What follows belongs to an exercise in optimizing a design on an open flow for a short achievable clock period and few clock cycles; a production flow would make more cautious choices.
RTL that was checked went through simulation tests only; none was proved equivalent to the original.
Only the layout flow was run in runs 1 and 2; the RTL was not checked for function there.
Power and IR drop assume default switching activity.

$ cat flow/config.mk
export PLATFORM = sky130hd
export DESIGN_NAME = mips
export DESIGN_NICKNAME = mips
export VERILOG_FILES = /design/flow/design.v
export SDC_FILE = /design/flow/constraint.sdc
export NUM_CORES = 4
export LEC_CHECK = 0
export ABC_CLOCK_PERIOD_IN_PS = 3000
export CAP_MARGIN = 20
export CORE_MARGIN = 2
export CORE_UTILIZATION = 55
export SLEW_MARGIN = 20
export TNS_END_PERCENT = 5
$ cat flow/constraint.sdc
create_clock -name core_clock -period 10.0 [get_ports {clk}]
set_input_delay 2.0000 -clock core_clock [delete_from_list [all_inputs] [get_ports {clk}]]
set_output_delay 2.0000 -clock core_clock [all_outputs]
set_load 0.01 [all_outputs]
$ cat flow/design.v
module ksadd #(parameter N = 32)
             (input  [N-1:0] a, b,
              input          ci,
              output [N-1:0] y,
              output         co);
   localparam L = $clog2(N);
   wire [N*(L+1)-1:0] g, p;
   wire [N-1:0]       x = a ^ b;
   assign g[N-1:0] = (a & b) | {{(N-1){1'b0}}, x[0] & ci};
   assign p[N-1:0] = x;
   genvar i, j;
   generate
      for (i = 0; i < L; i = i + 1) begin : lvl
         for (j = 0; j < N; j = j + 1) begin : bt
            if (j >= (1 << i)) begin : m
               assign g[(i+1)*N+j] = g[i*N+j] | (p[i*N+j] & g[i*N+j-(1<<i)]);
               assign p[(i+1)*N+j] = p[i*N+j] & p[i*N+j-(1<<i)];
            end else begin : c
               assign g[(i+1)*N+j] = g[i*N+j];
               assign p[(i+1)*N+j] = p[i*N+j];
            end
         end
      end
   endgenerate
   assign y  = x ^ {g[L*N +: N-1], ci};
   assign co = g[L*N+N-1];
endmodule
module mips(input         clk, reset,
            output [31:0] pc,
            input  [31:0] instr,
            output        memwrite,
            output [31:0] memaddr,
            output [31:0] memwritedata,
            input  [31:0] memreaddata);
   reg  [31:0] pc_r;
   reg  [31:0] ras;
   reg         fd_valid;
   reg  [31:0] fd_instr, fd_pcp4, fd_next, fd_s, fd_t;
   reg  [31:0] fd_pc;
   reg         fd_pred, fd_ftk;
   reg  [4:0]  fd_dst;
   reg         fd_wr, fd_br, fd_bne, fd_jr, fd_jal, fd_lw, fd_sw, fd_useimm;
   reg         fd_inv, fd_and, fd_or, fd_slt;
   reg         fd_es, fd_ws, fd_xs, fd_et, fd_wt, fd_xt;
   reg         de_wr, de_load, de_mw, de_br, de_jr;
   reg         de_bne, de_pred, de_inv, de_and, de_or, de_slt, de_fa, de_fb;
   reg  [4:0]  de_dst;
   reg  [31:0] de_a, de_bx, de_sd, de_addr, de_alt;
   reg         w_wr, x_wr;
   reg  [4:0]  w_dst, x_dst;
   reg  [31:0] w_res, x_res;
   assign pc = pc_r;
   wire [31:0] f_pcp4 = pc_r + 32'd4;
   wire [5:0]  f_op   = instr[31:26];
   wire [4:0]  f_rs   = instr[25:21];
   wire [4:0]  f_rt   = instr[20:16];
   wire [4:0]  f_rd   = instr[15:11];
   wire [5:0]  f_fn   = instr[5:0];
   wire        f_r    = (f_op == 6'h00);
   wire        f_j    = (f_op == 6'h02);
   wire        f_jal  = (f_op == 6'h03);
   wire        f_beq  = (f_op == 6'h04);
   wire        f_bne  = (f_op == 6'h05);
   wire        f_jr   = f_r & (f_fn == 6'h08);
   wire        f_same = (f_rs == f_rt);
   wire        f_bpred = (f_beq & f_same) | (f_bne & ~f_same);
   reg  [7:0]  btb_v;
   reg  [26:0] btb_tag [0:7];
   reg  [29:0] btb_tgt [0:7];
   wire [2:0]  f_bi   = pc_r[4:2];
   wire        f_hit  = btb_v[f_bi] & (btb_tag[f_bi] == pc_r[31:5]);
   wire [31:0] f_btgt = {btb_tgt[f_bi], 2'b00};
   wire [31:0] f_jtgt = {f_pcp4[31:28], instr[25:0], 2'b00};
   wire        f_taken = f_j | f_jal | f_jr | (f_bpred & f_hit);
   wire [31:0] f_tgt   = f_jr ? ras : (f_j | f_jal) ? f_jtgt : f_btgt;
   wire [31:0] f_next  = f_taken ? f_tgt : f_pcp4;
   wire        f_add_r = f_r & ((f_fn == 6'h20) | (f_fn == 6'h21));
   wire        f_sub_r = f_r & ((f_fn == 6'h22) | (f_fn == 6'h23));
   wire        f_and_r = f_r & (f_fn == 6'h24);
   wire        f_or_r  = f_r & (f_fn == 6'h25);
   wire        f_slt_r = f_r & (f_fn == 6'h2A);
   wire        f_alur  = f_add_r | f_sub_r | f_and_r | f_or_r | f_slt_r;
   wire        f_addi  = (f_op == 6'h08) | (f_op == 6'h09);
   wire        f_ori   = (f_op == 6'h0D);
   wire        f_lui   = (f_op == 6'h0F);
   wire        f_lw    = (f_op == 6'h23);
   wire        f_sw    = (f_op == 6'h2B);
   wire [4:0]  f_dst   = f_alur ? f_rd : f_jal ? 5'd31 : f_rt;
   wire        f_wr    = (f_alur | f_addi | f_ori | f_lui | f_lw | f_jal) &
                         (f_dst != 5'd0);
   reg  [31:0] rf [1:31];
   wire [31:0] f_rfs = (f_rs == 5'd0) ? 32'd0 : rf[f_rs];
   wire [31:0] f_rft = (f_rt == 5'd0) ? 32'd0 : rf[f_rt];
   wire        f_es = fd_valid & fd_wr & (fd_dst == f_rs);
   wire        f_ws = de_wr & (de_dst == f_rs);
   wire        f_xs = w_wr & (w_dst == f_rs);
   wire        f_et = fd_valid & fd_wr & (fd_dst == f_rt);
   wire        f_wt = de_wr & (de_dst == f_rt);
   wire        f_xt = w_wr & (w_dst == f_rt);
   wire [15:0] imm = fd_instr[15:0];
   wire [31:0] d_s = fd_ws ? w_res : fd_xs ? x_res : fd_s;
   wire [31:0] d_t = fd_wt ? w_res : fd_xt ? x_res : fd_t;
   wire [31:0] d_imm = fd_jal ? 32'd0 :
                       fd_instr[28] ? (fd_instr[27] ? {imm, 16'd0} : {16'd0, imm}) :
                       {{16{imm[15]}}, imm};
   wire [31:0] d_a   = fd_jal ? fd_pcp4 : d_s;
   wire [31:0] d_b   = fd_useimm ? d_imm : d_t;
   wire [31:0] e_res;
   wire [31:0] d_sd  = fd_et ? e_res : d_t;
   wire [15:0] d_alo;
   wire        d_aco;
   ksadd #(16) d_aadd(.a(d_s[15:0]), .b(imm), .ci(1'b0), .y(d_alo), .co(d_aco));
   wire [15:0] d_ahi  = d_s[31:16];
   wire [15:0] d_ahin = d_ahi + 16'd1;
   wire [15:0] d_ahde = d_ahi - 16'd1;
   wire [31:0] d_addr = {(imm[15] == d_aco) ? d_ahi : d_aco ? d_ahin : d_ahde,
                         d_alo};
   wire        d_stall = fd_valid & (fd_lw | fd_sw) & fd_es;
   wire        s_f = ~fd_ws & ~fd_xs;
   wire        t_f = ~fd_wt & ~fd_xt;
   wire        s_x = ~fd_ws & fd_xs;
   wire        t_x = ~fd_wt & fd_xt;
   wire        q_ff = (fd_s == fd_t);
   wire        q_fw = (fd_s == w_res);
   wire        q_fx = (fd_s == x_res);
   wire        q_wf = (w_res == fd_t);
   wire        q_xf = (x_res == fd_t);
   wire        q_wx = (w_res == x_res);
   wire        d_eq = s_f ? (t_f ? q_ff : fd_wt ? q_fw : q_fx) :
                      fd_ws ? (t_f ? q_wf : fd_wt ? 1'b1 : q_wx) :
                              (t_f ? q_xf : fd_wt ? q_wx : 1'b1);
   wire        d_late  = fd_es | (fd_et & fd_br);
   wire        d_taken = d_late ? fd_pred : (fd_bne ? ~d_eq : d_eq);
   wire [29:0] d_btgt30;
   wire        d_bco;
   ksadd #(30) d_badd(.a(fd_pcp4[31:2]), .b({{14{imm[15]}}, imm}), .ci(1'b0),
                      .y(d_btgt30), .co(d_bco));
   wire [31:0] d_btgt = {d_btgt30, fd_pcp4[1:0]};
   wire        j_f = (fd_s == fd_next);
   wire        j_w = (w_res == fd_next);
   wire        j_x = (x_res == fd_next);
   wire        d_jok = fd_ws ? j_w : fd_xs ? j_x : j_f;
   wire        d_redir = fd_valid &
                         ((fd_br & (d_taken ^ fd_ftk)) |
                          (fd_jr & ~d_late & ~d_jok));
   wire [31:0] d_tgt   = fd_jr ? d_s : d_taken ? d_btgt : fd_pcp4;
   wire [31:0] d_alt   = fd_jr ? fd_next : fd_pred ? fd_pcp4 : d_btgt;
   wire [31:0] e_a   = de_fa ? w_res : de_a;
   wire [31:0] e_bx  = de_fb ? (de_inv ? ~w_res : w_res) : de_bx;
   wire [31:0] e_sum;
   wire        e_co;
   ksadd #(32) e_add(.a(e_a), .b(e_bx), .ci(de_inv), .y(e_sum), .co(e_co));
   wire        e_lt  = (e_a[31] == e_bx[31]) ? e_a[31] : e_sum[31];
   wire [31:0] e_alu = de_and ? (e_a & e_bx) :
                       de_or  ? (e_a | e_bx) :
                       de_slt ? {31'd0, e_lt} : e_sum;
   assign e_res = de_load ? memreaddata : e_alu;
   wire        e_eq    = (e_a == e_bx);
   wire        e_taken = de_bne ? ~e_eq : e_eq;
   wire        e_redir = (de_br & (e_taken != de_pred)) |
                         (de_jr & (e_a != de_alt));
   wire [31:0] e_tgt   = de_jr ? e_a : de_alt;
   assign memwrite     = de_mw;
   assign memaddr      = de_addr;
   assign memwritedata = de_sd;
   wire        f_kill = e_redir | d_redir;
   wire        d_go   = fd_valid & ~e_redir & ~d_stall;
   wire        d_bw   = fd_valid & fd_br & fd_pred;
   always @(posedge clk, posedge reset)
     if (reset) begin
        pc_r     <= 32'd0;
        ras      <= 32'd0;
        btb_v    <= 8'd0;
        fd_valid <= 1'b0;
     end else begin
        if (e_redir)
          pc_r <= e_tgt;
        else if (d_redir)
          pc_r <= d_tgt;
        else if (!d_stall)
          pc_r <= f_next;
        if (!d_stall & f_jal)
          ras <= f_pcp4;
        if (d_bw)
          btb_v[fd_pc[4:2]] <= 1'b1;
        if (f_kill)
          fd_valid <= 1'b0;
        else if (!d_stall)
          fd_valid <= 1'b1;
     end
   always @(posedge clk) begin
      if (!d_stall) begin
         fd_instr  <= instr;
         fd_pcp4   <= f_pcp4;
         fd_next   <= f_next;
         fd_pc     <= pc_r;
         fd_pred   <= f_bpred;
         fd_ftk    <= f_taken;
         fd_dst    <= f_dst;
         fd_wr     <= f_wr;
         fd_br     <= f_beq | f_bne;
         fd_bne    <= f_bne;
         fd_jr     <= f_jr;
         fd_jal    <= f_jal;
         fd_lw     <= f_lw;
         fd_sw     <= f_sw;
         fd_useimm <= f_addi | f_ori | f_lui | f_jal;
         fd_inv    <= f_sub_r | f_slt_r;
         fd_and    <= f_and_r;
         fd_or     <= f_or_r | f_ori | f_jal;
         fd_slt    <= f_slt_r;
         fd_s      <= f_rfs;
         fd_t      <= f_rft;
         fd_es     <= f_es;
         fd_ws     <= f_ws;
         fd_xs     <= f_xs;
         fd_et     <= f_et;
         fd_wt     <= f_wt;
         fd_xt     <= f_xt;
      end else begin
         fd_s      <= d_s;
         fd_t      <= d_t;
         fd_es     <= 1'b0;
         fd_ws     <= fd_es;
         fd_xs     <= 1'b0;
         fd_et     <= 1'b0;
         fd_wt     <= fd_et;
         fd_xt     <= 1'b0;
      end
   end
   always @(posedge clk, posedge reset)
     if (reset) begin
        de_wr   <= 1'b0;
        de_load <= 1'b0;
        de_mw   <= 1'b0;
        de_br   <= 1'b0;
        de_jr   <= 1'b0;
        w_wr    <= 1'b0;
        x_wr    <= 1'b0;
     end else begin
        de_wr   <= d_go & fd_wr;
        de_load <= d_go & fd_lw;
        de_mw   <= d_go & fd_sw;
        de_br   <= d_go & fd_br & d_late;
        de_jr   <= d_go & fd_jr & d_late;
        w_wr    <= de_wr;
        x_wr    <= w_wr;
     end
   always @(posedge clk) begin
      de_bne  <= fd_bne;
      de_pred <= fd_pred;
      de_inv  <= fd_inv;
      de_and  <= fd_and;
      de_or   <= fd_or;
      de_slt  <= fd_slt;
      de_fa   <= fd_es & ~fd_jal;
      de_fb   <= fd_et & ~fd_useimm;
      de_dst  <= fd_dst;
      de_a    <= d_a;
      de_bx   <= fd_inv ? ~d_b : d_b;
      de_sd   <= d_sd;
      de_addr <= d_addr;
      de_alt  <= d_alt;
      w_dst   <= de_dst;
      w_res   <= e_res;
      x_dst   <= w_dst;
      x_res   <= w_res;
      if (w_wr)
        rf[w_dst] <= w_res;
      if (d_bw) begin
         btb_tag[fd_pc[4:2]] <= fd_pc[31:5];
         btb_tgt[fd_pc[4:2]] <= d_btgt[31:2];
      end
   end
endmodule  
$ cat flow/flow/run.sh
#!/bin/bash
# The standard layout, with these changes to how it is made:
#  - adders are left to ABC instead of being mapped to adder cells first;
#  - the port buffers are buf_4 cells instead of the delay-type cell that
#    buffer_ports picks by default (every port still gets its buffer);
set -euo pipefail
bash standard.sh ADDER_MAP_FILE= \
  "BUFFER_PORTS_ARGS=-buffer_cell sky130_fd_sc_hd__buf_4" \
  SETUP_SLACK_MARGIN=6.8 finish > standard.log 2>&1
$ cat flow/standard.sh
#!/bin/bash
# synth_recipe.tcl (not shown) runs the flow's synth.tcl, then flattens the netlist and writes it again
# the make line also repeats each setting of config.mk as NAME=value (left out here)
make -C /OpenROAD-flow-scripts/flow DESIGN_CONFIG=/design/flow/config.mk WORK_HOME=/design/flow/orfs CLKGATE_MAP_FILE= SYNTH_SCRIPT=/design/flow/synth_recipe.tcl "${@:-finish}"
==> out/results.md, run 1 <==
• **fmax** 0.2411 GHz
• **post-route fraction of the period consumed by the critical path** 41.47%
• **most used cells in the layout excluding fill and tap cells** 1579 x sky130_fd_sc_hd__edfxtp_1, 550 x sky130_fd_sc_hd__mux4_2, 490 x sky130_fd_sc_hd__buf_4, 322 x sky130_fd_sc_hd__mux2i_1, 306 x sky130_fd_sc_hd__nand2_1
• **Int Power** 17.50 mW
• **minimum setup slack after placement** 3.519 ns
• **number of global-route vias before repair** 61796
• **most common cell after layout, fill and taps aside** sky130_fd_sc_hd__edfxtp_1
• **largest net degree at the start of global routing** 100
• **switching power as a share of total power** 33.42%
• **switching power** 8.784 mW
• **Pleak** 37.62 nW
• **number of buffers added by the clock tree synthesis step** 202
• **vias after detailed routing** 64208
• **measured slew at the worst slew-check pin** 1.276 ns
• **H-tree level count** 4
• **weighted congestion at the end of routability-driven global placement** 1.004
• **fraction of layout instances using a drive strength above 1** 30.28%
• **Placement Rows** 151
• **master cell of the clock root buffer** sky130_fd_sc_hd__clkbuf_16
• **worst min path class** flip-flop to flip-flop
• **power share of the clock group** 28.9%
• **nets in the synthesized netlist** 6546
• **critical-path maximum fanout** 52
• **antenna-violating nets left** 0
• **Post-route DRC** 0
• **vertical die dimension** 417.4 um
• **drt via density** 6.953
• **effective utilization at floorplan** 55.40%
• **final hold violation count** 0
• **post-synthesis instance area** 93990 um2
• **number of instances in the synthesized netlist** 6480
• **number of antenna violations at the first check in global routing** 26
• **sequential-to-total area share from yosys stat** 59.20%
• **Setup TNS Final** 0 ns
• **outcome** timing/DRC/antenna clean
• **Seq cells post-synth** 1970
• **TritonCTS clock tree** built
• **clock latency of the later-clocked register in the worst-skew pair** 0.89 ns
• **YS warnings** 1
• **final wirelength** 344100 um
• **Arrival @ worst endpoint** 4.88 ns
• **combinational cell fraction of total power** 27.7%
• **detailed-placement wirelength estimate** 215700 um
• **critical path start-end classification** input pin to flip-flop
• **remaining global-route overflow** 0
• **final setup slack of the worst path** 5.853 ns
• **number of sinks handled by clock tree synthesis** 1970
• **Hold Buf Count CTS** 0
• **global-route total usage across every layer** 38.91%
• **CP Capture Type** flip-flop
• **final std cells w/o fill** 9234
• **clock transition at the register clock pins on the worst setup and hold paths after CTS** 0.06 ns
• **layout net count** 6896
• **max-slew headroom at the worst pin** 14.27%
• **sequential power share** 43.4%
• **total power per unit cell area** 236.4 nW/um2
• **worst endpoint required time** 10.73 ns
• **Critical Path Source Type** input pin
• **Core Region** 169700 um2
• **number of unique standard cell types used by synthesis** 105
• **number of violations reported at the end of detailed-routing iteration 0** 8031
• **prevailing post-synth register cell** sky130_fd_sc_hd__edfxtp_1
• **maximum clock insertion buffer count** 3
• **number of setup violations in the final report** 0
• **number of pins exceeding their max-slew limit in the final report** 0
• **number of synthesized flops with an enable pin** 1579
• **clock period minus worst slack** 4.147 ns
• **async set or reset register ratio after synthesis** 4.010%
• **number of cells on the worst reg-to-reg path** 16
• **fillcell total** 12121
• **# port buffers** 162
• **floorplan die area** 174200 um2
• **maximum ir drop on the vdd rail** 227.0 uV
• **number of iterations in the first detailed-routing pass** 8
• **hold path depth** 0
• **global-route wire length before repair** 474700 um
• **horizontal die dimension** 417.4 um
• **unrepaired setup endpoints after global routing** true
• **max cap viols** 0
• **DP Cell Count** 8573
• **mean cell area of the mapped netlist** 14.50 um2
• **maximum clock skew at final layout** 0.05390 ns
• **number of I/O pins** 163
• **area growth from synthesis to layout** 18.26%
• **Avg WL per Cell** 37.26 um
-- worst paths after layout --
kind | startpoint | endpoint | slack (ns)
min in group asynchronous | reset | btb_v[3] | 1.09
min reg2reg | fd_or | de_or | 0.34
max in group asynchronous | reset | pc_r[4] | 7.49
min | fd_or | de_or | 0.34
max | instr[28] | ras[1] | 5.85
max reg2reg | de_fa | de_sd[13] | 5.92
-- layer usage --
layer  share of wire (%)  vias up  track usage [%]
met5               0.045        -                0
met4                 7.7       18            25.19
met3                 9.6      976            7.966
met2                  46     3918            59.42
met1                  37    33055            51.12
li1                    -    26241                -
-- cells in the mapped netlist, types with 63 or more instances --
library cell	instances	area, um2
sky130_fd_sc_hd__nor2_1	340	1276
sky130_fd_sc_hd__mux2i_1	371	3714
sky130_fd_sc_hd__dfxtp_1	312	6246
sky130_fd_sc_hd__clkbuf_1	307	1152
sky130_fd_sc_hd__dfrtp_1	79	1977
sky130_fd_sc_hd__nand2_1	323	1212
sky130_fd_sc_hd__mux2_2	146	1644
sky130_fd_sc_hd__mux4_2	550	12390
sky130_fd_sc_hd__a21oi_1	321	1607
sky130_fd_sc_hd__xnor2_1	301	2636
sky130_fd_sc_hd__edfxtp_1	1579	47420
sky130_fd_sc_hd__xor2_1	208	1822
sky130_fd_sc_hd__a211oi_1	63	473.0
sky130_fd_sc_hd__o32ai_1	67	586.8
sky130_fd_sc_hd__a221oi_1	68	595.6
sky130_fd_sc_hd__buf_1	108	405.4
sky130_fd_sc_hd__o21ai_0	293	1466
-- logic make-up (layout without fill, tap and decap cells) --
| group | after synthesis | in the layout | synth area share, % |
|---|---|---|---|
| muxes | 1082 | 1082 | 19.12 |
| other | 0 | 8 | 0 |
| adders and majority gates | 34 | 34 | 0.3687 |
| buffers and inverters | 570 | 1095 | 2.535 |
| xor gates and xnor gates | 509 | 509 | 4.743 |
| AOI/OAI and AO/OA | 1224 | 1224 | 8.578 |
| DFF | 1970 | 1970 | 59.20 |
| and+or+nand+nor | 1091 | 1094 | 5.461 |
-- area by class of cell --
type | instances | area, um2 | area share (%)
inverters | 66 | 275.3 | 0.2476
repair buffers | 647 | 6764 | 6.085
clock buffers | 257 | 5395 | 4.854
well taps | 2218 | 2775 | 2.497
flip-flops and latches | 1970 | 55700 | 50.11
multi-input cells | 3943 | 38970 | 35.06
diodes | 8 | 20.02 | 0.01801
clock inverters | 125 | 1252 | 1.127
-- flip-flops by register name, summed over array words and instances (netlist names), 8 cells and up --
signal    flops
rf          992
btb_tgt     240
btb_tag     216
de_a         32
de_addr      32
de_alt       32
de_bx        32
de_sd        32
fd_next      32
fd_pcp4      32
fd_s         32
fd_t         32
pc_r         32
ras          32
w_res        32
x_res        32
fd_pc        30
fd_instr     18
btb_v         8
-- power by group through the flow --
stage | combinational (mW) | sequential [mW] | clock [mW]
2_1_floorplan | 3.58 | 11.2 | 0
6_report | 7.28 | 11.4 | 7.60
5_1_grt | 7.57 | 11.4 | 7.97
3_3_place_gp | 5.92 | 11.6 | 0
3_5_place_dp | 5.98 | 11.6 | 0
4_1_cts | 6.82 | 11.3 | 7.66
-- critical path, stage by stage --
cell,delay (ns)
sky130_fd_sc_hd__buf_4,0.18
sky130_fd_sc_hd__nor2_1,0.26
sky130_fd_sc_hd__nand2_1,0.14
sky130_fd_sc_hd__nor3_1,0.98
sky130_fd_sc_hd__and2_1,0.48
sky130_fd_sc_hd__nand2_2,0.06
sky130_fd_sc_hd__buf_4,0.33
sky130_fd_sc_hd__mux2_2,0.37
-- metrics by stage --
stage	total power, mW	util (%)	cell area (um2)	hold WS (ns)
2_1_floorplan	14.79	-	94180	0.3233
3_3_place_gp	17.50	57.81	98080	0.3303
3_5_place_dp	17.57	57.83	98110	0.3324
4_1_cts	25.83	64.52	109500	0.3471
5_1_grt	26.97	65.51	111100	0.3499
6_report	26.28	65.52	111200	0.3449
-- repair_timing --
action                     in CTS  in global routing
setup endpoints to repair     833                897
cloned                         30                  9
gates resized for setup       523                183
pin swaps                     113                 91
setup buffers                 160                 72
==> run 2, diff against run 1 <==
--- a/flow/design.v
+++ b/flow/design.v
@@ -71,7 +71,7 @@
    wire        f_hit  = btb_v[f_bi] & (btb_tag[f_bi] == pc_r[31:5]);
    wire [31:0] f_btgt = {btb_tgt[f_bi], 2'b00};
    wire [31:0] f_jtgt = {f_pcp4[31:28], instr[25:0], 2'b00};
-   wire        f_taken = f_j | f_jal | f_jr | (f_bpred & f_hit);
+   wire        f_taken = f_j | f_jal | f_jr | f_hit;
    wire [31:0] f_tgt   = f_jr ? ras : (f_j | f_jal) ? f_jtgt : f_btgt;
    wire [31:0] f_next  = f_taken ? f_tgt : f_pcp4;
    wire        f_add_r = f_r & ((f_fn == 6'h20) | (f_fn == 6'h21));
@@ -179,8 +179,8 @@
           pc_r <= d_tgt;
         else if (!d_stall)
           pc_r <= f_next;
-        if (!d_stall & f_jal)
-          ras <= f_pcp4;
+        if (fd_valid & fd_jal)
+          ras <= fd_pcp4;
         if (d_bw)
           btb_v[fd_pc[4:2]] <= 1'b1;
         if (f_kill)
==> run 2 against run 1 <==
- still clean
- sequential cell count is the same
- combinational power grew 9.3%
- via count grew 5.6%
- clock skew shrank 0.0077 ns
- first-iteration DRC count grew 23%
- wire length grew 8.6%
- worst hold slack is essentially flat
- global-route usage grew 2.6 points
- clock-buffer cell count grew 15
- sequential share of layout area shrank 0.81 points
- sequential power is essentially flat
==> out/results.md, run 2 <==
• **most used cells in the layout excluding fill and tap cells** 1579 x sky130_fd_sc_hd__edfxtp_1, 554 x sky130_fd_sc_hd__mux4_2, 461 x sky130_fd_sc_hd__buf_4, 394 x sky130_fd_sc_hd__nor2_1, 360 x sky130_fd_sc_hd__mux2i_1
• **final wirelength** 373500 um
• **measured slew at the worst slew-check pin** 1.268 ns
• **async set or reset register ratio after synthesis** 4.010%
• **worst min path class** flip-flop to flip-flop
• **detailed-placement wirelength estimate** 223500 um
• **maximum ir drop on the vdd rail** 204.6 uV
• **Pleak** 39.03 nW
• **floorplan die area** 175300 um2
• **count leader, synth** sky130_fd_sc_hd__edfxtp_1
• **power share of the clock group** 28.4%
• **maximum clock insertion buffer count** 3
• **antenna-violating nets left** 0
• **Post-route DRC** 0
• **minimum setup slack after placement** 4.047 ns
• **largest net degree at the start of global routing** 84
• **number of instances in the synthesized netlist** 6695
• **number of I/O pins** 163
• **Finished Core Util** 66.05%
• **post-synthesis instance area** 94570 um2
• **max-slew headroom at the worst pin** 14.90%
• **switching power as a share of total power** 34.59%
• **fmax** 0.2475 GHz
• **most common cell after layout, fill and taps aside** sky130_fd_sc_hd__edfxtp_1
• **sequential-to-total area share from yosys stat** 58.83%
• **layout net count** 7127
• **sequential power share** 42.2%
• **weighted congestion at the end of routability-driven global placement** 1.012
• **largest cells by area after synthesis** sky130_fd_sc_hd__edfxtp_1 50%, sky130_fd_sc_hd__mux4_2 13%, sky130_fd_sc_hd__dfxtp_1 6.6%
• **Setup crit end** pc_r[16]
• **Int Power** 17.69 mW
• **drt via density** 7.149
• **unrepaired setup endpoints after global routing** true
• **Avg WL per Cell** 39.39 um
• **number of violations reported at the end of detailed-routing iteration 0** 9913
• **Setup TNS Final** 0 ns
• **most frequent cells after synthesis** 1579 x sky130_fd_sc_hd__edfxtp_1, 554 x sky130_fd_sc_hd__mux4_2, 444 x sky130_fd_sc_hd__nor2_1, 414 x sky130_fd_sc_hd__mux2i_1, 361 x sky130_fd_sc_hd__nand2_1
• **effective utilization at floorplan** 55.25%
• **master cell of the clock root buffer** sky130_fd_sc_hd__clkbuf_16
• **number of antenna violations at the first check in global routing** 26
• **maximum clock skew at final layout** 0.04616 ns
• **Critical Path Source Type** flip-flop
• **Largest Register** rf
• **YS warnings** 1
• **worst-case register-to-register setup slack** 5.96 ns
• **vertical die dimension** 418.7 um
• **number of synthesized flops with an enable pin** 1579
• **max cap viols** 0
• **R2R Path Start** w_res[22]
• **number of buffers added by the clock tree synthesis step** 205
• **Worst R2R End** pc_r[16]
• **final setup slack of the worst path** 5.960 ns
• **clock latency of the later-clocked register in the worst-skew pair** 0.90 ns
• **number of cells on the worst reg-to-reg path** 16
• **remaining global-route overflow** 0
• **outcome** timing/DRC/antenna clean
• **max reg flops** 992
• **global-route wire length before repair** 502600 um
• **final hold violation count** 0
• **number of global-route vias before repair** 64869
• **CP Capture Type** flip-flop
• **clock transition at the register clock pins on the worst setup and hold paths after CTS** 0.07 ns
• **number of unique standard cell types used by synthesis** 100
• **# port buffers** 162
• **nets in the synthesized netlist** 6761
• **number of sinks handled by clock tree synthesis** 1970
• **H-tree level count** 4
• **number of setup violations in the final report** 0
• **critical-path maximum fanout** 23
• **Seq cells post-synth** 1970
• **number of pins exceeding their max-slew limit in the final report** 0
• **Synth area leader** sky130_fd_sc_hd__edfxtp_1
• **area growth from synthesis to layout** 19.54%
• **Core Region** 171200 um2
• **worst setup path start** w_res[22]
• **post-route fraction of the period consumed by the critical path** 40.40%
• **number of iterations in the first detailed-routing pass** 10
• **switching power** 9.358 mW
• **Post-Route Hold Slack** 0.3451 ns
• **Hold Buf Count CTS** 0
• **total power per unit cell area** 239.3 nW/um2
• **combinational cell fraction of total power** 29.4%
• **horizontal die dimension** 418.7 um
• **prevailing post-synth register cell** sky130_fd_sc_hd__edfxtp_1
• **Arrival @ worst endpoint** 4.80 ns
• **mean cell area of the mapped netlist** 14.13 um2
• **overall power of the completed layout** 27.05 mW
• **clock period minus worst slack** 4.040 ns
• **Placement Rows** 152
• **global-route total usage across every layer** 41.48%
• **fraction of layout instances using a drive strength above 1** 29.51%
• **TritonCTS clock tree** built
• **worst endpoint required time** 10.76 ns
• **critical path start-end classification** flip-flop to flip-flop
• **vias after detailed routing** 67791
• **area share of the leading cell type in the synthesized netlist** 50.14%
run 2: cell types whose count changed in the layout (fill, tap and decap cells not counted), sizes merged, moves of 37 or more:
cell | before | now
mux2i | 380 | 418
o32ai | 67 | 15
nand2 | 325 | 362
mux2 | 152 | 84
nor2 | 340 | 444
a211oi | 64 | 156
o21ai | 312 | 247
o22ai | 50 | 172
a221oi | 69 | 24
run 2: cells by family after synthesis:
kind of cell	share of synthesized area, %
AND/OR/NAND/NOR	6.132
flip-flops	58.83
buffers and inverters	2.585
XOR/XNOR	4.418
AO/OA/AOI/OAI	9.031
multiplexers	18.64
adder cells (fa/ha/maj)	0.3599
run 2: worst min path at each step:
stage / start / to / slack (ns) / cells after the start
after floorplan: fd_and / de_and / 0.32 / 0
after global placement: fd_or / de_or / 0.33 / 0
after detailed placement: fd_or / de_or / 0.33 / 0
after CTS: fd_or / de_or / 0.35 / 0
after global routing: fd_or / de_or / 0.36 / 0
final: fd_or / de_or / 0.35 / 0
run 2: layout make-up:
| cell class | count | area [um2] |
|---|---|---|
| fillers | 12260 | 58110 |
| repair buffers | 668 | 7679 |
| inverters | 79 | 364.1 |
| clock inverters | 110 | 1161 |
| well taps | 2233 | 2794 |
| flip-flops and latches | 1970 | 55740 |
| clock buffers | 272 | 5543 |
| diodes | 14 | 35.03 |
| multi-input cells | 4137 | 39740 |
run 2: metal layers:
layer	share of wire (%)	wire length, um	global-route usage [%]	up-vias
met5	0.028	104	0	-
met1	35	131500	52.66	34592
met2	45	168900	63.43	4894
met3	11	41120	9.872	1243
met4	8.5	31930	28.49	16
li1	-	-	-	27046
run 2: repair_timing:
item	in CTS	in global routing
pin swaps	100	61
cloned	43	22
resized for setup	625	207
endpoints found under the setup margin	763	798
setup buffers	176	59
run 2: worst max-delay path, stage by stage (launching register included):
cell and delay [ns]:
sky130_fd_sc_hd__dfxtp_4 0.68, sky130_fd_sc_hd__xor2_1 0.14, sky130_fd_sc_hd__nor4_1 0.26, sky130_fd_sc_hd__nand3_1 0.22, sky130_fd_sc_hd__nor4_4 0.39, sky130_fd_sc_hd__o32ai_1 0.19, sky130_fd_sc_hd__a41o_1 0.31, sky130_fd_sc_hd__or3_4 0.40
sky130_fd_sc_hd__buf_12 0.15, sky130_fd_sc_hd__buf_4 0.14, sky130_fd_sc_hd__buf_8 0.13, sky130_fd_sc_hd__nand2b_4 0.07, sky130_fd_sc_hd__a21bo_4 0.15, sky130_fd_sc_hd__buf_12 0.12, sky130_fd_sc_hd__nand3_4 0.18, sky130_fd_sc_hd__o22ai_1 0.25
sky130_fd_sc_hd__a211oi_2 0.07
run 2: stage by stage:
| stage | instance area [um2] | cells |
|---|---|---|
| floorplan | 94730 | 6695 |
| global placement | 98580 | 8786 |
| detailed placement | 98590 | 8786 |
| CTS | 111000 | 9387 |
| global route | 113000 | 9471 |
| finish | 113100 | 9483 |
run 2: power groups by stage:
stage          registers [mW]  clock network (mW)  logic, mW
4_1_cts                  11.3                7.72       7.36
6_report                 11.4                7.68       7.96
3_5_place_dp             11.6                   0       6.29
5_1_grt                  11.4                8.04       8.17
2_1_floorplan            11.2                   0       3.63
3_3_place_gp             11.6                   0       6.26
==> run 3, diff against run 2 <==
--- a/flow/design.v
+++ b/flow/design.v
@@ -1,9 +1,8 @@
-module ksadd #(parameter N = 32)
+module ksadd #(parameter N = 32, parameter L = 5)
              (input  [N-1:0] a, b,
               input          ci,
               output [N-1:0] y,
               output         co);
-   localparam L = $clog2(N);
    wire [N*(L+1)-1:0] g, p;
    wire [N-1:0]       x = a ^ b;
    assign g[N-1:0] = (a & b) | {{(N-1){1'b0}}, x[0] & ci};
@@ -109,7 +108,7 @@
    wire [31:0] d_sd  = fd_et ? e_res : d_t;
    wire [15:0] d_alo;
    wire        d_aco;
-   ksadd #(16) d_aadd(.a(d_s[15:0]), .b(imm), .ci(1'b0), .y(d_alo), .co(d_aco));
+   ksadd #(.N(16), .L(4)) d_aadd(.a(d_s[15:0]), .b(imm), .ci(1'b0), .y(d_alo), .co(d_aco));
    wire [15:0] d_ahi  = d_s[31:16];
    wire [15:0] d_ahin = d_ahi + 16'd1;
    wire [15:0] d_ahde = d_ahi - 16'd1;
@@ -133,7 +132,7 @@
    wire        d_taken = d_late ? fd_pred : (fd_bne ? ~d_eq : d_eq);
    wire [29:0] d_btgt30;
    wire        d_bco;
-   ksadd #(30) d_badd(.a(fd_pcp4[31:2]), .b({{14{imm[15]}}, imm}), .ci(1'b0),
+   ksadd #(.N(30), .L(5)) d_badd(.a(fd_pcp4[31:2]), .b({{14{imm[15]}}, imm}), .ci(1'b0),
                       .y(d_btgt30), .co(d_bco));
    wire [31:0] d_btgt = {d_btgt30, fd_pcp4[1:0]};
    wire        j_f = (fd_s == fd_next);
@@ -149,7 +148,7 @@
    wire [31:0] e_bx  = de_fb ? (de_inv ? ~w_res : w_res) : de_bx;
    wire [31:0] e_sum;
    wire        e_co;
-   ksadd #(32) e_add(.a(e_a), .b(e_bx), .ci(de_inv), .y(e_sum), .co(e_co));
+   ksadd #(.N(32), .L(5)) e_add(.a(e_a), .b(e_bx), .ci(de_inv), .y(e_sum), .co(e_co));
    wire        e_lt  = (e_a[31] == e_bx[31]) ? e_a[31] : e_sum[31];
    wire [31:0] e_alu = de_and ? (e_a & e_bx) :
                        de_or  ? (e_a | e_bx) :
==> run 3 against run 2 <==
- die area unchanged
- sequential power about the same
- global-route usage unchanged
- clock skew unchanged
- setup slack unchanged
- area after synthesis unchanged
- clock power about the same
- combinational power about the same
- sequential cell count unchanged
- clock-buffer cell count unchanged
- critical path depth unchanged
- register-to-register slack about the same
- critical path type unchanged
==> out/results.md, run 3 <==
• **outcome** timing/DRC/antenna clean
• **largest net degree at the start of global routing** 84
• **max-slew headroom at the worst pin** 14.90%
• **number of unique standard cell types used by synthesis** 100
• **dpl cell area** 98590 um2
• **Synth Area in Compound Gates** 9.031%
• **horizontal die dimension** 418.7 um
• **max cap viols** 0
• **nets in the synthesized netlist** 6761
• **area share of the leading cell type in the synthesized netlist** 50.14%
• **floorplan die area** 175300 um2
• **crit path buf inv count** 4
• **Pleak** 39.03 nW
• **final hold violation count** 0
• **switching power** 9.358 mW
• **Setup TNS Final** 0 ns
• **Int Power** 17.69 mW
• **number of violations reported at the end of detailed-routing iteration 0** 9913
• **fillcell total** 12260
• **fraction of layout instances using a drive strength above 1** 29.51%
• **Avg WL per Cell** 39.39 um
• **Placement Rows** 152
• **maximum clock skew at final layout** 0.04616 ns
• **number of I/O pins** 163
• **unrepaired setup endpoints after global routing** true
• **post-route fraction of the period consumed by the critical path** 40.40%
• **antenna-violating nets left** 0
• **vias after detailed routing** 67791
• **weighted congestion at the end of routability-driven global placement** 1.012
• **Finished Core Util** 66.05%
• **number of buffers added by the clock tree synthesis step** 205
• **prevailing post-synth register cell** sky130_fd_sc_hd__edfxtp_1
• **post-synthesis instance area** 94570 um2
• **number of iterations in the first detailed-routing pass** 10
• **master cell of the clock root buffer** sky130_fd_sc_hd__clkbuf_16
• **YS warnings** 1
• **final wirelength** 373500 um
• **maximum clock insertion buffer count** 3
• **total power per unit cell area** 239.3 nW/um2
• **worst min path class** flip-flop to flip-flop
• **TritonCTS clock tree** built
• **fmax** 0.2475 GHz
• **Core Region** 171200 um2
• **number of antenna violations at the first check in global routing** 26
• **remaining global-route overflow** 0
• **mean cell area of the mapped netlist** 14.13 um2
• **clock transition at the register clock pins on the worst setup and hold paths after CTS** 0.07 ns
• **Post-route DRC** 0
• **cell mode on critical path** sky130_fd_sc_hd__buf_12
• **max reg flops** 992
• **number of sinks handled by clock tree synthesis** 1970
• **maximum ir drop on the vdd rail** 204.6 uV
• **clock period minus worst slack** 4.040 ns
• **largest cells by area after synthesis** sky130_fd_sc_hd__edfxtp_1 50%, sky130_fd_sc_hd__mux4_2 13%, sky130_fd_sc_hd__dfxtp_1 6.6%
• **Critical Path Source Type** flip-flop
• **Largest Register** rf
• **final setup slack of the worst path** 5.960 ns
• **most used cells in the layout excluding fill and tap cells** 1579 x sky130_fd_sc_hd__edfxtp_1, 554 x sky130_fd_sc_hd__mux4_2, 461 x sky130_fd_sc_hd__buf_4, 394 x sky130_fd_sc_hd__nor2_1, 360 x sky130_fd_sc_hd__mux2i_1
• **combinational cell fraction of total power** 29.4%
• **number of instances in the synthesized netlist** 6695
• **layout net count** 7127
• **share of the synthesized netlist area taken by xor and xnor gates** 4.418%
• **sequential power share** 42.2%
• **# port buffers** 162
• **drt via density** 7.149
• **clock latency of the later-clocked register in the worst-skew pair** 0.90 ns
• **CP Capture Type** flip-flop
• **switching power as a share of total power** 34.59%
• **minimum setup slack after placement** 4.047 ns
• **power share of the clock group** 28.4%
• **H-tree level count** 4
• **number of global-route vias before repair** 64869
• **Design Area, Final** 113100 um2
• **Worst path slowest cell** sky130_fd_sc_hd__dfxtp_4
• **Seq cells post-synth** 1970
• **global-route total usage across every layer** 41.48%
• **portion of netlist area occupied by mux cells** 18.64%
• **number of setup violations in the final report** 0
• **main combinational cell family by area after synthesis** multiplexers
• **number of pins exceeding their max-slew limit in the final report** 0
• **global-route wire length before repair** 502600 um
• **measured slew at the worst slew-check pin** 1.268 ns
• **most frequent cells after synthesis** 1579 x sky130_fd_sc_hd__edfxtp_1, 554 x sky130_fd_sc_hd__mux4_2, 444 x sky130_fd_sc_hd__nor2_1, 414 x sky130_fd_sc_hd__mux2i_1, 361 x sky130_fd_sc_hd__nand2_1
• **arithmetic-cell share of the synthesized area counting full adders, half adders and majority gates** 0.3599%
• **Arrival @ worst endpoint** 4.80 ns
• **effective utilization at floorplan** 55.25%
• **vertical die dimension** 418.7 um
• **count leader, synth** sky130_fd_sc_hd__edfxtp_1
• **detailed-placement wirelength estimate** 223500 um
• **critical path's top delay family** simple AND/OR/NAND/NOR gates
• **number of synthesized flops with an enable pin** 1579
• **async set or reset register ratio after synthesis** 4.010%
• **sequential-to-total area share from yosys stat** 58.83%
• **CP peak stage delay** 0.68 ns
• **Synth area leader** sky130_fd_sc_hd__edfxtp_1
• **crit path cell chain** xor2_1 > nor4_1 > nand3_1 > nor4_4 > o32ai_1 > a41o_1 > or3_4 > buf_12 > buf_4 > buf_8 > nand2b_4 > a21bo_4 > buf_12 > nand3_4 > o22ai_1 > a211oi_2
• **worst endpoint required time** 10.76 ns
• **critical path start-end classification** flip-flop to flip-flop
• **critical-path maximum fanout** 23
• **most common cell after layout, fill and taps aside** sky130_fd_sc_hd__edfxtp_1
• **Simple-Gate Fraction of Synth Area** 6.132%
• **area growth from synthesis to layout** 19.54%
==> run 3: cell counts in the layout (fill, tap and decap cells not counted) <==
No cell type changed its count.
==> run 3: final cells by class <==
cell class,instances,area (um2),share of cell area [%]
Tap cell,2233,2794,2.471
Sequential cell,1970,55740,49.30
Inverter,79,364.1,0.3221
Antenna cell,14,35.03,0.03099
Clock inverter,110,1161,1.027
Timing Repair Buffer,668,7679,6.792
Clock buffer,272,5543,4.903
Multi-Input combinational cell,4137,39740,35.15
==> run 3: what timing repair did <==
| item | in CTS | in global routing |
|---|---|---|
| pin swaps | 100 | 61 |
| endpoints found under the setup margin | 763 | 798 |
| buffers inserted | 176 | 59 |
| hold buffers | 0 | 0 |
| gates cloned | 43 | 22 |
| gates resized for setup | 625 | 207 |
==> run 3: cell families (layout without fill, tap and decap cells) <==
family / after synthesis / after routing
DFF: 1970 / 1970
buffers and inverters: 595 / 1129
and+or+nand+nor: 1250 / 1255
adders and majority gates: 34 / 34
other: 0 / 14
AOI/OAI and AO/OA: 1313 / 1315
muxes: 1056 / 1056
xor gates and xnor gates: 477 / 477
==> run 3: through the flow <==
stage,cells,hold WS [ns],total power [mW]
3_5_place_dp,8786,0.3321,17.87
2_1_floorplan,6695,0.3233,14.83
5_1_grt,9471,0.3600,27.63
4_1_cts,9387,0.3454,26.41
3_3_place_gp,8786,0.3287,17.83
6_report,9483,0.3451,27.05
==> run 3: power groups by stage <==
stage / Sequential (mW) / Combinational, mW / Clock (mW)
5_1_grt: 11.4 / 8.17 / 8.04
2_1_floorplan: 11.2 / 3.63 / 0
4_1_cts: 11.3 / 7.36 / 7.72
3_5_place_dp: 11.6 / 6.29 / 0
6_report: 11.4 / 7.96 / 7.68
3_3_place_gp: 11.6 / 6.26 / 0
==> run 3: path summary, 6_finish.rpt <==
path,start,endpoint,slack (ns),cells after the start
max,w_res[22],pc_r[16],5.96,16
min,fd_or,de_or,0.35,0
max reg2reg,w_res[22],pc_r[16],5.96,16
min reg2reg,fd_or,de_or,0.35,0
max in group asynchronous,reset,pc_r[3],7.31,3
min in group asynchronous,reset,btb_v[5],1.16,2
==> run 3: per-layer routing <==
| layer | vias to the layer above | GRT usage, % | part of all wire, % |
|---|---|---|---|
| met1 | 34592 | 52.66 | 35 |
| li1 | 27046 | - | - |
| met3 | 1243 | 9.872 | 11 |
| met4 | 16 | 28.49 | 8.5 |
| met5 | - | 0 | 0.028 |
| met2 | 4894 | 63.43 | 45 |
Testbench counts of run 3, summed over its fixed seeds: cycles 50,844.
==> run 4, diff against run 3 <==
--- a/flow/config.mk
+++ b/flow/config.mk
@@ -8,6 +8,6 @@
 export ABC_CLOCK_PERIOD_IN_PS = 3000
 export CAP_MARGIN = 20
 export CORE_MARGIN = 2
-export CORE_UTILIZATION = 55
+export CORE_UTILIZATION = 45
 export SLEW_MARGIN = 20
 export TNS_END_PERCENT = 5
==> run 4 against run 3 <==
- combinational power up 4.4%
- final cell count up 7.5%
- synthesized cell count unchanged
- sequential share of layout area down 1.2 points
- worst hold slack better by 0.064 ns
- maximum frequency up 0.50%
- clock power up 3.3%
- cell area up 2.6%
- non-clock buffer count up 127
- sequential cell count unchanged
- utilization down 11 points
==> out/results.md, run 4 <==
• **unrepaired setup endpoints after global routing** true
• **async set or reset register ratio after synthesis** 4.010%
• **detailed-placement wirelength estimate** 220500 um
• **Critical Path Source Type** flip-flop
• **switching power** 9.622 mW
• **final std cells w/o fill** 10193
• **vertical die dimension** 462.4 um
• **post-route fraction of the period consumed by the critical path** 40.20%
• **# port buffers** 162
• **Worst R2R End** pc_r[26]
• **overall power of the completed layout** 27.69 mW
• **number of unique standard cell types used by synthesis** 100
• **Largest Register** rf
• **final hold violation count** 0
• **measured slew at the worst slew-check pin** 1.206 ns
• **number of buffers added by the clock tree synthesis step** 208
• **fmax** 0.2488 GHz
• **CP Capture Type** flip-flop
• **number of instances in the synthesized netlist** 6695
• **Arrival @ worst endpoint** 4.80 ns
• **number of I/O pins** 163
• **hold-critical path endpoint** w_dst[3]
• **Setup TNS Final** 0 ns
• **area share of the leading cell type in the synthesized netlist** 50.14%
• **Placement Rows** 168
• **maximum clock skew at final layout** 0.08216 ns
• **combinational cell fraction of total power** 30.0%
• **antenna-violating nets left** 0
• **sequential-to-total area share from yosys stat** 58.83%
• **effective utilization at floorplan** 45.22%
• **sequential power share** 41.4%
• **clock period minus worst slack** 4.020 ns
• **number of setup violations in the final report** 0
• **number of cells on the worst reg-to-reg path** 17
• **outcome** timing/DRC/antenna clean
• **switching power as a share of total power** 34.75%
• **critical-path maximum fanout** 25
• **final wirelength** 382300 um
• **number of iterations in the first detailed-routing pass** 8
• **Hold Buf Count CTS** 0
• **largest cells by area after synthesis** sky130_fd_sc_hd__edfxtp_1 50%, sky130_fd_sc_hd__mux4_2 13%, sky130_fd_sc_hd__dfxtp_1 6.6%
• **drt via density** 6.780
• **floorplan die area** 213800 um2
• **prevailing post-synth register cell** sky130_fd_sc_hd__edfxtp_1
• **worst endpoint required time** 10.78 ns
• **clock latency of the later-clocked register in the worst-skew pair** 0.93 ns
• **Core Region** 209200 um2
• **TritonCTS clock tree** built
• **launch instance of the worst min-delay path** de_dst[3]
• **YS warnings** 1
• **number of global-route vias before repair** 65647
• **H-tree level count** 4
• **most used cells in the layout excluding fill and tap cells** 1579 x sky130_fd_sc_hd__edfxtp_1, 554 x sky130_fd_sc_hd__mux4_2, 548 x sky130_fd_sc_hd__buf_4, 380 x sky130_fd_sc_hd__nor2_1, 358 x sky130_fd_sc_hd__mux2i_1
• **number of antenna violations at the first check in global routing** 23
• **clock transition at the register clock pins on the worst setup and hold paths after CTS** 0.06 ns
• **Avg WL per Cell** 37.51 um
• **DP Cell Count** 9354
• **fraction of layout instances using a drive strength above 1** 31.60%
• **maximum ir drop on the vdd rail** 208.1 uV
• **max cap viols** 0
• **R2R Path Start** de_fa
• **worst-case register-to-register setup slack** 5.98 ns
• **count leader, synth** sky130_fd_sc_hd__edfxtp_1
• **max reg flops** 992
• **global-route total usage across every layer** 33.82%
• **max-slew headroom at the worst pin** 19.05%
• **maximum clock insertion buffer count** 3
• **global-route wire length before repair** 511300 um
• **most frequent cells after synthesis** 1579 x sky130_fd_sc_hd__edfxtp_1, 554 x sky130_fd_sc_hd__mux4_2, 444 x sky130_fd_sc_hd__nor2_1, 414 x sky130_fd_sc_hd__mux2i_1, 361 x sky130_fd_sc_hd__nand2_1
• **fillcell total** 16616
• **Synth area leader** sky130_fd_sc_hd__edfxtp_1
• **number of pins exceeding their max-slew limit in the final report** 0
• **power share of the clock group** 28.6%
• **Int Power** 18.07 mW
• **critical path start-end classification** flip-flop to flip-flop
• **largest net degree at the start of global routing** 119
• **total power per unit cell area** 238.8 nW/um2
• **master cell of the clock root buffer** sky130_fd_sc_hd__clkbuf_16
• **worst min path class** flip-flop to flip-flop
• **weighted congestion at the end of routability-driven global placement** 1.009
• **number of synthesized flops with an enable pin** 1579
• **remaining global-route overflow** 0
• **vias after detailed routing** 69110
• **layout net count** 7261
• **hold path depth** 0
• **Post-route DRC** 0
• **most common cell after layout, fill and taps aside** sky130_fd_sc_hd__edfxtp_1
• **Seq cells post-synth** 1970
• **nets in the synthesized netlist** 6761
• **post-synthesis instance area** 94570 um2
• **area growth from synthesis to layout** 22.60%
• **number of violations reported at the end of detailed-routing iteration 0** 10621
• **mean cell area of the mapped netlist** 14.13 um2
• **Pleak** 40.12 nW
• **number of sinks handled by clock tree synthesis** 1970
• **horizontal die dimension** 462.4 um
[run 4: worst max-delay path by stage]
| stage | startpoint | depth (start not counted) | to | slack, ns |
|---|---|---|---|---|
| 6_report | de_fa | 17 | pc_r[26] | 5.98 |
| 5_1_grt | de_fa | 16 | pc_r[26] | 5.92 |
| 4_1_cts | pc_r[2] | 3 | pc[2] | 6.10 |
| 3_5_place_dp | instr[21] | 8 | fd_s[7] | 3.97 |
| 3_3_place_gp | instr[21] | 8 | fd_s[7] | 3.89 |
| 2_1_floorplan | instr[16] | 9 | fd_t[16] | 5.98 |
[run 4: logic make-up (layout without fill, tap and decap cells)]
logic type | count (synthesis) | count (layout) | share of synthesized area [%]
and+or+nand+nor | 1250 | 1257 | 6.132
DFF | 1970 | 1970 | 58.83
buffers and inverters | 595 | 1266 | 2.585
muxes | 1056 | 1056 | 18.64
AOI/OAI and AO/OA | 1313 | 1317 | 9.031
other | 0 | 11 | 0
xor gates and xnor gates | 477 | 477 | 4.418
adders and majority gates | 34 | 34 | 0.3599
[run 4: area by class of cell]
class                           instances  area, um2  area share (%)
Clock buffer                          281       5700           4.916
Antenna cell                           11      27.53         0.02374
Inverter                               79      384.1          0.3313
Sequential cell                      1970      55750           48.09
Clock inverter                        111       1280           1.104
Tap cell                             2805       3510           3.027
Multi-Input combinational cell       4141      40190           34.66
Timing Repair Buffer                  795       9100           7.848
[run 4: worst max-delay path, cell delays in order (launching register included)]
cell	delay, ns
sky130_fd_sc_hd__dfxtp_4	0.40
sky130_fd_sc_hd__buf_4	0.16
sky130_fd_sc_hd__nand2b_4	0.16
sky130_fd_sc_hd__buf_4	0.16
sky130_fd_sc_hd__clkbuf_16	0.17
sky130_fd_sc_hd__mux2_2	0.27
sky130_fd_sc_hd__nand3_1	0.13
sky130_fd_sc_hd__o21ai_4	0.13
sky130_fd_sc_hd__nor4_2	0.29
sky130_fd_sc_hd__nand3_1	0.16
sky130_fd_sc_hd__nor4_4	0.41
sky130_fd_sc_hd__xnor2_1	0.19
sky130_fd_sc_hd__a22oi_2	0.10
sky130_fd_sc_hd__buf_4	0.21
sky130_fd_sc_hd__buf_16	0.18
sky130_fd_sc_hd__nand4_1	0.11
sky130_fd_sc_hd__o21ai_0	0.11
sky130_fd_sc_hd__or4_1	0.53
[run 4: through the flow]
stage	util [%]	area [um2]	worst slack [ns]	hold WS, ns
after global routing	55.43	115900	5.918	0.4113
after global placement	47.45	99240	3.885	0.3968
after floorplan	-	94730	5.977	0.3233
final	55.44	115900	5.980	0.4087
after CTS	53.99	112900	6.104	0.4056
after detailed placement	47.46	99250	3.975	0.3926
[run 4: layer usage]
layer  GRT usage (%)  wire length (um)
met1           43.44            134800
met2           51.66            171900
met3           8.309             45570
met4           21.14             30030
met5               0                53
[run 4: power by group through the flow]
stage          logic (mW)  registers [mW]  clock network [mW]
2_1_floorplan        3.63            11.2                   0
6_report             8.31            11.5                7.93
4_1_cts              7.72            11.4                7.98
3_3_place_gp         6.06            11.8                   0
3_5_place_dp         6.10            11.8                   0
5_1_grt              8.53            11.5                8.29
[run 4: what timing repair did]
item                       in CTS  in global routing
setup endpoints to repair     784                796
pin swaps                     123                102
resized for setup             706                299
setup buffers                 244                112
gates cloned                   43                 37
==> run 5, diff against run 4 <==
--- a/flow/design.v
+++ b/flow/design.v
@@ -154,10 +154,14 @@
                        de_or  ? (e_a | e_bx) :
                        de_slt ? {31'd0, e_lt} : e_sum;
    assign e_res = de_load ? memreaddata : e_alu;
-   wire        e_eq    = (e_a == e_bx);
+   wire        e_q_ab  = (de_a == de_bx);
+   wire        e_q_wb  = (w_res == de_bx);
+   wire        e_q_aw  = (de_a == w_res);
+   wire        e_eq    = de_fa ? (de_fb | e_q_wb) : (de_fb ? e_q_aw : e_q_ab);
+   wire        e_jok   = de_fa ? (w_res == de_alt) : (de_a == de_alt);
    wire        e_taken = de_bne ? ~e_eq : e_eq;
    wire        e_redir = (de_br & (e_taken != de_pred)) |
-                         (de_jr & (e_a != de_alt));
+                         (de_jr & ~e_jok);
    wire [31:0] e_tgt   = de_jr ? e_a : de_alt;
    assign memwrite     = de_mw;
    assign memaddr      = de_addr;
==> run 5 against run 4 <==
- sequential cell count unchanged
- die area up 0.71%
- synthesized cell count rose by 0.45%
- global-route usage is 0.80 points lower
- combinational power rose by 0.5%
- non-clock buffer count grew 22
- sequential power is essentially flat
- utilization shrank 0.10 points
- register-to-register slack worse by 0.13 ns
- still clean
- clock power shrank 2.8%
==> out/results.md, run 5 <==
• **clock period minus worst slack** 4.150 ns
• **most used cells in the layout excluding fill and tap cells** 1579 x sky130_fd_sc_hd__edfxtp_1, 583 x sky130_fd_sc_hd__buf_4, 558 x sky130_fd_sc_hd__mux4_2, 380 x sky130_fd_sc_hd__nor2_1, 360 x sky130_fd_sc_hd__mux2i_1
• **critical-path maximum fanout** 8
• **TritonCTS clock tree** built
• **global-route total usage across every layer** 33.02%
• **maximum clock insertion buffer count** 3
• **CP Capture Type** flip-flop
• **drt via density** 6.633
• **async set or reset register ratio after synthesis** 4.010%
• **fillcell total** 16620
• **prevailing post-synth register cell** sky130_fd_sc_hd__edfxtp_1
• **Post-Route Hold Slack** 0.3775 ns
• **Pleak** 39.62 nW
• **number of setup violations in the final report** 0
• **fraction of layout instances using a drive strength above 1** 31.71%
• **horizontal die dimension** 464.1 um
• **number of instances in the synthesized netlist** 6725
• **Core Region** 210000 um2
• **Placement Rows** 168
• **worst-case register-to-register setup slack** 5.85 ns
• **final wirelength** 378200 um
• **post-synthesis instance area** 95250 um2
• **layout net count** 7294
• **measured slew at the worst slew-check pin** 1.167 ns
• **number of cells on the worst reg-to-reg path** 18
• **YS warnings** 1
• **Synth area leader** sky130_fd_sc_hd__edfxtp_1
• **power share of the clock group** 28.0%
• **number of unique standard cell types used by synthesis** 100
• **number of buffers added by the clock tree synthesis step** 206
• **remaining global-route overflow** 0
• **area growth from synthesis to layout** 22.00%
• **effective utilization at floorplan** 45.36%
• **floorplan die area** 215400 um2
• **maximum ir drop on the vdd rail** 276.0 uV
• **detailed-placement wirelength estimate** 224600 um
• **switching power** 9.596 mW
• **most frequent cells after synthesis** 1579 x sky130_fd_sc_hd__edfxtp_1, 558 x sky130_fd_sc_hd__mux4_2, 442 x sky130_fd_sc_hd__nor2_1, 433 x sky130_fd_sc_hd__mux2i_1, 345 x sky130_fd_sc_hd__clkbuf_1
• **vertical die dimension** 464.1 um
• **Largest Register** rf
• **max reg flops** 992
• **number of I/O pins** 163
• **minimum setup slack after placement** 3.767 ns
• **unrepaired setup endpoints after global routing** true
• **nets in the synthesized netlist** 6791
• **worst min path class** flip-flop to flip-flop
• **global-route wire length before repair** 500400 um
• **number of sinks handled by clock tree synthesis** 1970
• **max cap viols** 0
• **Seq cells post-synth** 1970
• **Hold Buf Count CTS** 0
• **launch instance of the worst min-delay path** fd_slt
• **Arrival @ worst endpoint** 4.91 ns
• **max-slew headroom at the worst pin** 21.93%
• **critical path start-end classification** flip-flop to flip-flop
• **final setup slack of the worst path** 5.850 ns
• **worst endpoint required time** 10.76 ns
• **final hold violation count** 0
• **Worst R2R End** de_sd[31]
• **area share of the leading cell type in the synthesized netlist** 49.78%
• **sequential-to-total area share from yosys stat** 58.41%
• **clock transition at the register clock pins on the worst setup and hold paths after CTS** 0.06 ns
• **clock latency of the later-clocked register in the worst-skew pair** 0.88 ns
• **number of antenna violations at the first check in global routing** 20
• **Int Power** 17.92 mW
• **weighted congestion at the end of routability-driven global placement** 1.025
• **total power per unit cell area** 236.8 nW/um2
• **antenna-violating nets left** 0
• **hold path depth** 0
• **count leader, synth** sky130_fd_sc_hd__edfxtp_1
• **master cell of the clock root buffer** sky130_fd_sc_hd__clkbuf_16
• **mean cell area of the mapped netlist** 14.16 um2
• **R2R Path Start** de_fa
• **maximum clock skew at final layout** 0.05565 ns
• **largest net degree at the start of global routing** 134
• **fmax** 0.2409 GHz
• **Avg WL per Cell** 36.98 um
• **combinational cell fraction of total power** 30.3%
• **Design Area, Final** 116200 um2
• **switching power as a share of total power** 34.88%
• **largest cells by area after synthesis** sky130_fd_sc_hd__edfxtp_1 50%, sky130_fd_sc_hd__mux4_2 13%, sky130_fd_sc_hd__dfxtp_1 6.6%
• **Setup TNS Final** 0 ns
• **dpl cell area** 99870 um2
• **Critical Path Source Type** flip-flop
• **Post-route DRC** 0
• **number of violations reported at the end of detailed-routing iteration 0** 10288
• **post-route fraction of the period consumed by the critical path** 41.50%
• **number of synthesized flops with an enable pin** 1579
• **most common cell after layout, fill and taps aside** sky130_fd_sc_hd__edfxtp_1
• **outcome** timing/DRC/antenna clean
• **number of iterations in the first detailed-routing pass** 8
• **H-tree level count** 4
• **hold-critical path endpoint** de_slt
• **number of pins exceeding their max-slew limit in the final report** 0
• **# port buffers** 162
• **sequential power share** 41.6%
• **vias after detailed routing** 67844
• **number of global-route vias before repair** 64458
run 5: changes by cell type in the layout (fill, tap and decap cells not counted), moves of 17 or more:
cell | previous run | this run
sky130_fd_sc_hd__nand2_1 | 342 | 287
sky130_fd_sc_hd__o211a_1 | 27 | 5
sky130_fd_sc_hd__buf_4 | 548 | 583
sky130_fd_sc_hd__o21ai_2 | 37 | 20
sky130_fd_sc_hd__xnor2_1 | 268 | 314
sky130_fd_sc_hd__a211oi_1 | 136 | 95
sky130_fd_sc_hd__a21oi_1 | 273 | 292
sky130_fd_sc_hd__o21a_1 | 46 | 27
sky130_fd_sc_hd__o21ai_0 | 167 | 196
sky130_fd_sc_hd__xor2_1 | 177 | 217
sky130_fd_sc_hd__mux2i_4 | 38 | 65
run 5: cells by family (layout without fill, tap and decap cells):
kind of cell	Yosys count	after routing	synth area share, %
DFF	1970	1970	58.41
AOI/OAI and AO/OA	1252	1252	8.326
and+or+nand+nor	1203	1207	5.931
muxes	1102	1102	19.13
buffers and inverters	592	1273	2.562
xor gates and xnor gates	567	567	5.214
adders and majority gates	39	39	0.4230
other	0	13	0
run 5: critical path, cell delays in order (launching register included):
cell and delay [ns]:
sky130_fd_sc_hd__dfxtp_4 0.35, sky130_fd_sc_hd__buf_12 0.15, sky130_fd_sc_hd__buf_16 0.16, sky130_fd_sc_hd__buf_6 0.12, sky130_fd_sc_hd__mux2i_4 0.18, sky130_fd_sc_hd__xor2_1 0.17, sky130_fd_sc_hd__o22ai_2 0.25, sky130_fd_sc_hd__nand4_1 0.19
sky130_fd_sc_hd__or4_4 0.62, sky130_fd_sc_hd__buf_6 0.15, sky130_fd_sc_hd__nor3_4 0.21, sky130_fd_sc_hd__nor3_4 0.08, sky130_fd_sc_hd__maj3_2 0.34, sky130_fd_sc_hd__a21oi_4 0.22, sky130_fd_sc_hd__nand4_1 0.14, sky130_fd_sc_hd__a31oi_2 0.27
sky130_fd_sc_hd__nor3_2 0.06, sky130_fd_sc_hd__buf_4 0.18, sky130_fd_sc_hd__o22ai_4 0.16
run 5: area by class of cell:
class	count	area, um2	share of cell area [%]
Antenna cell	13	32.53	0.02800
Clock buffer	273	5612	4.829
Clock inverter	117	1161	0.9992
Inverter	66	309.0	0.2660
Multi-Input combinational cell	4167	40690	35.02
Sequential cell	1970	55740	47.97
Tap cell	2805	3510	3.020
Timing Repair Buffer	817	9151	7.875
run 5: worst max-delay path by stage:
stage                          from          end  slack, ns  depth (start not counted)
final                         de_fa    de_sd[31]       5.85                         18
after global routing        pc_r[2]      pc_r[5]       5.76                         21
after CTS                     fd_xs  de_addr[15]       5.89                         15
after detailed placement      de_fa    de_sd[30]       3.77                         15
after global placement        de_fa    de_sd[30]       3.79                         15
after floorplan           instr[29]     pc_r[24]       5.98                         11
run 5: timing repair:
item | 4_1_cts | 5_1_grt
setup endpoints to repair | 778 | 860
gates resized for setup | 599 | 328
pin swaps | 122 | 118
gates cloned | 35 | 43
setup buffers | 218 | 164
run 5: metrics by stage:
stage | utilization (%) | std cells | power, mW
after floorplan | - | 6725 | 15.04
after global placement | 47.55 | 9363 | 18.06
after detailed placement | 47.56 | 9364 | 18.13
after CTS | 53.47 | 10007 | 26.71
after global routing | 55.33 | 10222 | 28.15
final | 55.34 | 10228 | 27.51
run 5: metal layers:
| layer | global-route usage, % | wire length [um] | up-vias | part of all wire, % |
|---|---|---|---|---|
| li1 | - | - | 27353 | - |
| met1 | 41.28 | 135300 | 34668 | 36 |
| met2 | 51.78 | 172500 | 4662 | 46 |
| met3 | 7.533 | 40000 | 1155 | 11 |
| met4 | 21.32 | 30390 | 6 | 8.0 |
| met5 | 0 | 54 | - | 0.014 |
run 5: power groups by stage:
stage	clock (mW)	sequential [mW]	combinational, mW
after floorplan	0	11.2	3.84
after global placement	0	11.6	6.45
after detailed placement	0	11.6	6.50
after CTS	7.77	11.4	7.53
after global routing	8.08	11.5	8.60
final	7.71	11.5	8.35
Testbench counts of run 5, summed over its fixed seeds: cycles 50,844.

static timing again, ports no longer ideal:
No port has a modelled driver above. Below, the same layouts with a new extraction and two added sets of constraints. Step 1 assumes that a clkbuf_16 drives the clock port and a buf_2 every other input. Step 2 adds t to the input delays and takes it off the output delays; t is the mean of the earliest and latest rising clock arrival at the registers after step 1. Input paths then give back, and output paths get back, about the clock's delay inside the block. Slacks: no drivers / after step 1 / after step 2; pairs: no drivers / after step 1.
run	t, ns	setup slack, ns	worst setup path at the end	clock arrival spread, ns	worst slew at a driven data input, ns
run 1	0.957	5.853 / 5.772 / 4.816	input to register	0.055 / 0.055	0.32
run 2	0.969	5.960 / 5.960 / 5.054	input to register	0.051 / 0.052	0.38
run 3	0.969	5.960 / 5.960 / 5.054	input to register	0.051 / 0.052	0.38
run 4	0.968	5.980 / 5.980 / 5.208	input to register	0.087 / 0.087	0.48
run 5	0.953	5.850 / 5.850 / 4.996	input to register	0.058 / 0.058	0.33
After both steps every run listed still meets setup and hold. For run 1, which loses most, drivers alone change the setup slack by -0.081 ns; drivers and shift together by -1.037 ns.
